Source: an optimization exercise on an open RTL-to-GDS flow (aim: small area and a short achievable clock period). Production flows keep margins and buffers that such runs may drop.
In this exercise RTL edits were held to simulation tests only and were not proved equivalent to the original.
Power and IR drop assume default switching activity.

==> module mips, before the edit <==
module mips(
  input  wire        clk, rst,
  output wire [31:0] pc,
  input  wire [31:0] instrF,
  input  wire [31:0] readdataM,
  output wire        memwriteM,
  output wire [31:0] aluout, writedata
);
  reg  [31:2] P4;            
  reg  [31:0] instrD;        
  reg  [31:2] tgtD;          
  reg  [31:0] postA, postB;  
  reg  [31:0] K;             
  reg  [3:0]  eqAB;          
  reg         fwdAD, fwdBD;  
  reg         fwd1, fwd2;    
  reg  [31:0] pE, gE;
  reg         cinE;
  reg  [31:0] writedataE;
  reg         regwriteE, memtoregE, memwriteE;
  reg  [4:0]  wrE;
  reg  [31:0] aluoutM, writedataM;
  reg         bubbleE;       
  reg         rstD;          
  reg         bubbleM;       
  reg         memwriteM_r, memtoregM, wenM;
  reg  [4:0]  wrM;
  reg  [32*32-1:32] rf;      
  wire [5:0]  opD    = instrD[31:26];
  wire [4:0]  rsD    = instrD[25:21];
  wire [4:0]  rtD    = instrD[20:16];
  wire [4:0]  rdD    = instrD[15:11];
  wire [5:0]  functD = instrD[5:0];
  wire rtypeD  = (opD == 6'b000000);
  wire lwD     = (opD == 6'b100011);
  wire swD     = (opD == 6'b101011);
  wire beqD    = (opD == 6'b000100);
  wire addiD   = (opD == 6'b001000);
  wire jD      = (opD == 6'b000010);
  wire f_add = (functD == 6'b100000);
  wire f_sub = (functD == 6'b100010);
  wire f_or  = (functD == 6'b100101);
  wire f_slt = (functD == 6'b101010);
  wire regwriteD = rtypeD | lwD | addiD;
  wire alusrcD   = lwD | swD | addiD;
  wire [4:0] wrD = rtypeD ? rdD : rtD;
  wire sltD   = rtypeD & f_slt;
  wire orD    = rtypeD & f_or;
  wire arithD = ~rtypeD | f_add | f_sub;
  wire cinD   = beqD | (rtypeD & (f_sub | f_slt));
  wire [31:0] signimmD = {{16{instrD[15]}}, instrD[15:0]};
  wire [31:0] aluoutE = pE + {gE[30:0], cinE};
  wire [31:0] xe = pE ^ K;
  wire [31:0] ge = gE | (pE & ~K);
  wire eqK = (xe == {ge[30:0], cinE});
  wire zero_pre = fwd1 ? eqK : (fwd2 | (&eqAB));
  wire pcsrcD = beqD & zero_pre;
  wire [31:2] jumpD = {P4[31:28], instrD[25:0]};
  wire [31:2] seqD = jD ? jumpD : rstD ? 30'd1 : P4;
  wire [31:2] Pn = pcsrcD ? tgtD : seqD;
  assign pc = {Pn & {30{~rst}}, 2'b00};
  wire [31:0] cmpA = fwdAD ? aluoutE : postA;
  wire [31:0] cmpB = fwdBD ? aluoutE : postB;
  wire zero_post = (cmpA == cmpB);
  wire lwstall = memtoregE & ((wrE == rtD) | (wrE == rsD));
  wire bstall  = (regwriteE & (wrE == rsD)) | (wrE == rtD) |
                 (memtoregM & (wrM == rsD)) | (wrM == rtD);
  wire stall = beqD & zero_post & (lwstall | bstall);
  wire [31:0] resultM = memtoregM ? readdataM : aluoutM;
  wire fwdMA = wenM & (wrM == rsD);
  wire fwdMB = wenM & (wrM == rtD);
  wire [31:0] srcA_n = fwdAD ? aluoutE : fwdMA ? resultM : postA;
  wire [31:0] srcW_n = fwdBD ? aluoutE : fwdMB ? resultM : postB;
  wire [31:0] srcB_n = alusrcD ? signimmD : (cinD ? ~srcW_n : srcW_n);
  wire        lt_n = srcA_n < srcW_n;
  wire [31:0] pE_n = arithD ? (srcA_n ^ srcB_n) :
                     orD    ? (srcA_n | srcB_n) :
                     sltD   ? {31'b0, lt_n} :
                              (srcA_n & srcB_n);
  wire [31:0] gE_n = arithD ? (srcA_n & srcB_n) : 32'b0;
  wire [4:0] rsF = instrF[25:21];
  wire [4:0] rtF = instrF[20:16];
  reg  [31:0] rdAF, rdBF;
  integer i;
  always @* begin
    rdAF = 32'b0;
    rdBF = 32'b0;
    for (i = 1; i < 32; i = i + 1) begin
      rdAF = rdAF | ({32{rsF == i[4:0]}} & rf[32*i +: 32]);
      rdBF = rdBF | ({32{rtF == i[4:0]}} & rf[32*i +: 32]);
    end
  end
  wire wenD = regwriteD & (wrD != 5'd0);
  wire hold = stall & ~rst;
  wire [4:0] rsN = hold ? rsD : rsF;
  wire [4:0] rtN = hold ? rtD : rtF;
  wire [31:0] preA_n = hold ? postA : rdAF;
  wire [31:0] preB_n = hold ? postB : rdBF;
  wire hitA_n = wenM & ~rst & (wrM == rsN);
  wire hitB_n = wenM & ~rst & (wrM == rtN);
  wire fwdAD_n = ~rst & ~stall & wenD & (instrF[25:21] == wrD);
  wire fwdBD_n = ~rst & ~stall & wenD & (instrF[20:16] == wrD);
  always @(posedge clk) begin
    P4 <= Pn + 30'd1;
    if (!stall) tgtD <= Pn + {{14{instrF[15]}}, instrF[15:0]};
    postA <= hitA_n ? resultM : preA_n;
    postB <= hitB_n ? resultM : preB_n;
    K <= fwdAD_n ? preB_n : preA_n;
    eqAB <= {preA_n[31:24] == preB_n[31:24], preA_n[23:16] == preB_n[23:16],
             preA_n[15:8] == preB_n[15:8], preA_n[7:0] == preB_n[7:0]};
    fwdAD <= fwdAD_n;
    fwdBD <= fwdBD_n;
    fwd1 <= fwdAD_n ^ fwdBD_n;
    fwd2 <= fwdAD_n & fwdBD_n;
    if (rst) {instrD[31:11], instrD[5:0]} <= 27'b0;
    else if (!stall) {instrD[31:11], instrD[5:0]} <= {instrF[31:11], instrF[5:0]};
    if (!stall) instrD[10:6] <= instrF[10:6];
    writedataE <= srcW_n;
    pE <= pE_n;
    gE <= gE_n;
    cinE <= cinD & arithD;
    rstD <= rst;
    bubbleE <= rst | stall | rstD;
    if (rst | stall) begin
      regwriteE <= 1'b0; memtoregE <= 1'b0; memwriteE <= 1'b0;
      wrE <= 5'b0;
    end else begin
      regwriteE <= regwriteD; memtoregE <= lwD; memwriteE <= swD;
      wrE <= wrD;
    end
    writedataM <= writedataE;
    aluoutM <= aluoutE;
    bubbleM <= rst | bubbleE;
    if (rst) begin
      memwriteM_r <= 1'b0; memtoregM <= 1'b0; wenM <= 1'b0;
      wrM <= 5'b0;
    end else begin
      memwriteM_r <= memwriteE; memtoregM <= memtoregE;
      wenM <= regwriteE & (wrE != 5'd0);
      wrM <= wrE;
    end
  end
  genvar g;
  generate
    for (g = 1; g < 32; g = g + 1) begin : rfw
      always @(posedge clk)
        if (~rst & wenM & (wrM == g)) rf[32*g +: 32] <= resultM;
    end
  endgenerate
  assign memwriteM = memwriteM_r;
  assign aluout = aluoutM & {32{~bubbleM}};
  assign writedata = writedataM;
endmodule
==> flow/config.mk <==
export PLATFORM = sky130hd
export DESIGN_NAME = mips
export DESIGN_NICKNAME = mips
export VERILOG_FILES = /design/flow/design.v
export SDC_FILE = /design/flow/constraint.sdc
export NUM_CORES = 4
export LEC_CHECK = 0
export CAP_MARGIN = 20
export CORE_MARGIN = 2
export CORE_UTILIZATION = 60
export CTS_CLUSTER_DIAMETER = 60
export CTS_CLUSTER_SIZE = 30
export SLEW_MARGIN = 20
==> flow/constraint.sdc <==
create_clock -name core_clock -period 16.0 [get_ports {clk}]
set_input_delay 3.2000 -clock core_clock [delete_from_list [all_inputs] [get_ports {clk}]]
set_output_delay 3.2000 -clock core_clock [all_outputs]
set_load 0.01 [all_outputs]
standard.sh (not shown) runs the stock make flow with config.mk's settings and CLKGATE_MAP_FILE= SYNTH_SCRIPT=/design/flow/synth_recipe.tcl, a recipe that flattens the netlist after the stock synthesis.
==> flow/flow/run.sh <==
#!/bin/bash
# Standard ORFS layout (the standard.sh, unchanged synthesis) with two
# changes to how the layout is made:
#  - repair_timing is asked for a larger setup margin, so that it keeps
#    improving the paths to the pc outputs once the 16 ns constraint is met;
#  - the port buffers are buf_2 cells instead of the default delay buffers
#    (every port still gets its buffer; repair_timing resizes them as needed).
set -euo pipefail
bash standard.sh SETUP_SLACK_MARGIN=9 "BUFFER_PORTS_ARGS=-buffer_cell sky130_fd_sc_hd__buf_2" finish > make_finish.log 2>&1
Change:
--- a/flow/design.v
+++ b/flow/design.v
@@ -17,12 +17,11 @@
   reg         fwd1, fwd2;    
   reg  [31:0] pE, gE;
-  reg         cinE;
   reg  [31:0] writedataE;
+  reg         arithE, orE, sltE, cinE;    
+  reg         ltE;           
   reg         regwriteE, memtoregE, memwriteE;
   reg  [4:0]  wrE;
   reg  [31:0] aluoutM, writedataM;
-  reg         bubbleE;       
-  reg         rstD;          
-  reg         bubbleM;       
+  reg         rstM;          
   reg         memwriteM_r, memtoregM, wenM;
   reg  [4:0]  wrM;
@@ -51,14 +50,19 @@
   wire cinD   = beqD | (rtypeD & (f_sub | f_slt));
   wire [31:0] signimmD = {{16{instrD[15]}}, instrD[15:0]};
-  wire [31:0] aluoutE = pE + {gE[30:0], cinE};
+  wire [31:0] sumE = pE + {gE[30:0], cinE};
+  wire [31:0] logicE = orE  ? (pE | gE) :
+                       sltE ? {31'b0, ltE} :
+                              gE;
+  wire [31:0] aluoutE = arithE ? sumE : logicE;
   wire [31:0] xe = pE ^ K;
   wire [31:0] ge = gE | (pE & ~K);
-  wire eqK = (xe == {ge[30:0], cinE});
+  wire [31:0] eqbit = arithE ? ~(xe ^ {ge[30:0], cinE}) : ~(logicE ^ K);
+  wire eqK = &eqbit;
   wire zero_pre = fwd1 ? eqK : (fwd2 | (&eqAB));
   wire pcsrcD = beqD & zero_pre;
   wire [31:2] jumpD = {P4[31:28], instrD[25:0]};
-  wire [31:2] seqD = jD ? jumpD : rstD ? 30'd1 : P4;
-  wire [31:2] Pn = pcsrcD ? tgtD : seqD;
-  assign pc = {Pn & {30{~rst}}, 2'b00};
+  wire [31:2] seqD = jD ? jumpD : P4;
+  wire [31:2] Pk = pcsrcD ? (tgtD & {30{~rst}}) : (seqD & {30{~rst}});
+  assign pc = {Pk, 2'b00};
   wire [31:0] cmpA = fwdAD ? aluoutE : postA;
   wire [31:0] cmpB = fwdBD ? aluoutE : postB;
@@ -74,12 +78,6 @@
   wire [31:0] srcW_n = fwdBD ? aluoutE : fwdMB ? resultM : postB;
   wire [31:0] srcB_n = alusrcD ? signimmD : (cinD ? ~srcW_n : srcW_n);
-  wire        lt_n = srcA_n < srcW_n;
-  wire [31:0] pE_n = arithD ? (srcA_n ^ srcB_n) :
-                     orD    ? (srcA_n | srcB_n) :
-                     sltD   ? {31'b0, lt_n} :
-                              (srcA_n & srcB_n);
-  wire [31:0] gE_n = arithD ? (srcA_n & srcB_n) : 32'b0;
-  wire [4:0] rsF = instrF[25:21];
-  wire [4:0] rtF = instrF[20:16];
+  wire [4:0] rsF = instrF[25:21] & {5{~rst}};
+  wire [4:0] rtF = instrF[20:16] & {5{~rst}};
   reg  [31:0] rdAF, rdBF;
   integer i;
@@ -103,6 +101,6 @@
   wire fwdBD_n = ~rst & ~stall & wenD & (instrF[20:16] == wrD);
   always @(posedge clk) begin
-    P4 <= Pn + 30'd1;
-    if (!stall) tgtD <= Pn + {{14{instrF[15]}}, instrF[15:0]};
+    P4 <= Pk + 30'd1;
+    if (!stall) tgtD <= Pk + {{14{instrF[15]}}, instrF[15:0]};
     postA <= hitA_n ? resultM : preA_n;
     postB <= hitB_n ? resultM : preB_n;
@@ -118,13 +116,16 @@
     if (!stall) instrD[10:6] <= instrF[10:6];
     writedataE <= srcW_n;
-    pE <= pE_n;
-    gE <= gE_n;
-    cinE <= cinD & arithD;
-    rstD <= rst;
-    bubbleE <= rst | stall | rstD;
     if (rst | stall) begin
+      pE <= 32'b0;
+      gE <= 32'b0;
+      ltE <= 1'b0;
+      arithE <= 1'b0; orE <= 1'b0; sltE <= 1'b0; cinE <= 1'b0;
       regwriteE <= 1'b0; memtoregE <= 1'b0; memwriteE <= 1'b0;
       wrE <= 5'b0;
     end else begin
+      pE <= srcA_n ^ srcB_n;
+      gE <= srcA_n & srcB_n;
+      ltE <= srcA_n < srcW_n;
+      arithE <= arithD; orE <= orD; sltE <= sltD; cinE <= cinD;
       regwriteE <= regwriteD; memtoregE <= lwD; memwriteE <= swD;
       wrE <= wrD;
@@ -132,5 +133,5 @@
     writedataM <= writedataE;
     aluoutM <= aluoutE;
-    bubbleM <= rst | bubbleE;
+    rstM <= rst;
     if (rst) begin
       memwriteM_r <= 1'b0; memtoregM <= 1'b0; wenM <= 1'b0;
@@ -150,5 +151,5 @@
   endgenerate
   assign memwriteM = memwriteM_r;
-  assign aluout = aluoutM & {32{~bubbleM}};
+  assign aluout = aluoutM & {32{~rstM}};
   assign writedata = writedataM;
 endmodule
- The new run produced a clean layout
- cell area grows by 1.8%
- wire length shrinks by 5.0%
- register-to-register slack is worse by 0.12 ns
- clock power shrinks by 6.3%
- global-route usage shrinks by 2.4 points
- clock skew grows by 0.0055 ns
- power shrinks by 16%
- die area grows by 0.40%
- first-iteration DRC count shrinks by 13%
- final cell count grows by 3.0%
- count of clock-buffer cells in the layout shrinks by 18

## what the ideal ports hide
How much do the figures lean on ideal ports? The routed layouts below were timed once more, with nothing changed but the port constraints.
Step 1 (the two cells are an assumption about what drives the block):
set clk [get_ports {clk}]
set_driving_cell -lib_cell sky130_fd_sc_hd__clkbuf_16 $clk
set_driving_cell -lib_cell sky130_fd_sc_hd__buf_2 [delete_from_list [all_inputs] $clk]
Step 2 adds t to the input delays and takes it off the output delays; t is the mean of the earliest and latest rising clock arrival at the registers after step 1. Input paths then give back, and output paths get back, about the clock's delay inside the block.
a / b / c = no drivers / after step 1 / after step 2; a / b = the first two.
run | t, ns | slack for setup (ns) | hold WS [ns] | worst setup path at the end
the first run | 0.823 | 8.942 / 8.884 / 8.490 | 0.327 / 0.327 / 0.327 | input to register
the second run | 0.819 | 8.873 / 8.774 / 8.135 | 0.327 / 0.327 / 0.327 | input to register
After both steps setup and hold are still met in every run listed. The setup slack of the second run, which loses most, moves by -0.099 ns with the drivers and by -0.738 ns with both steps.
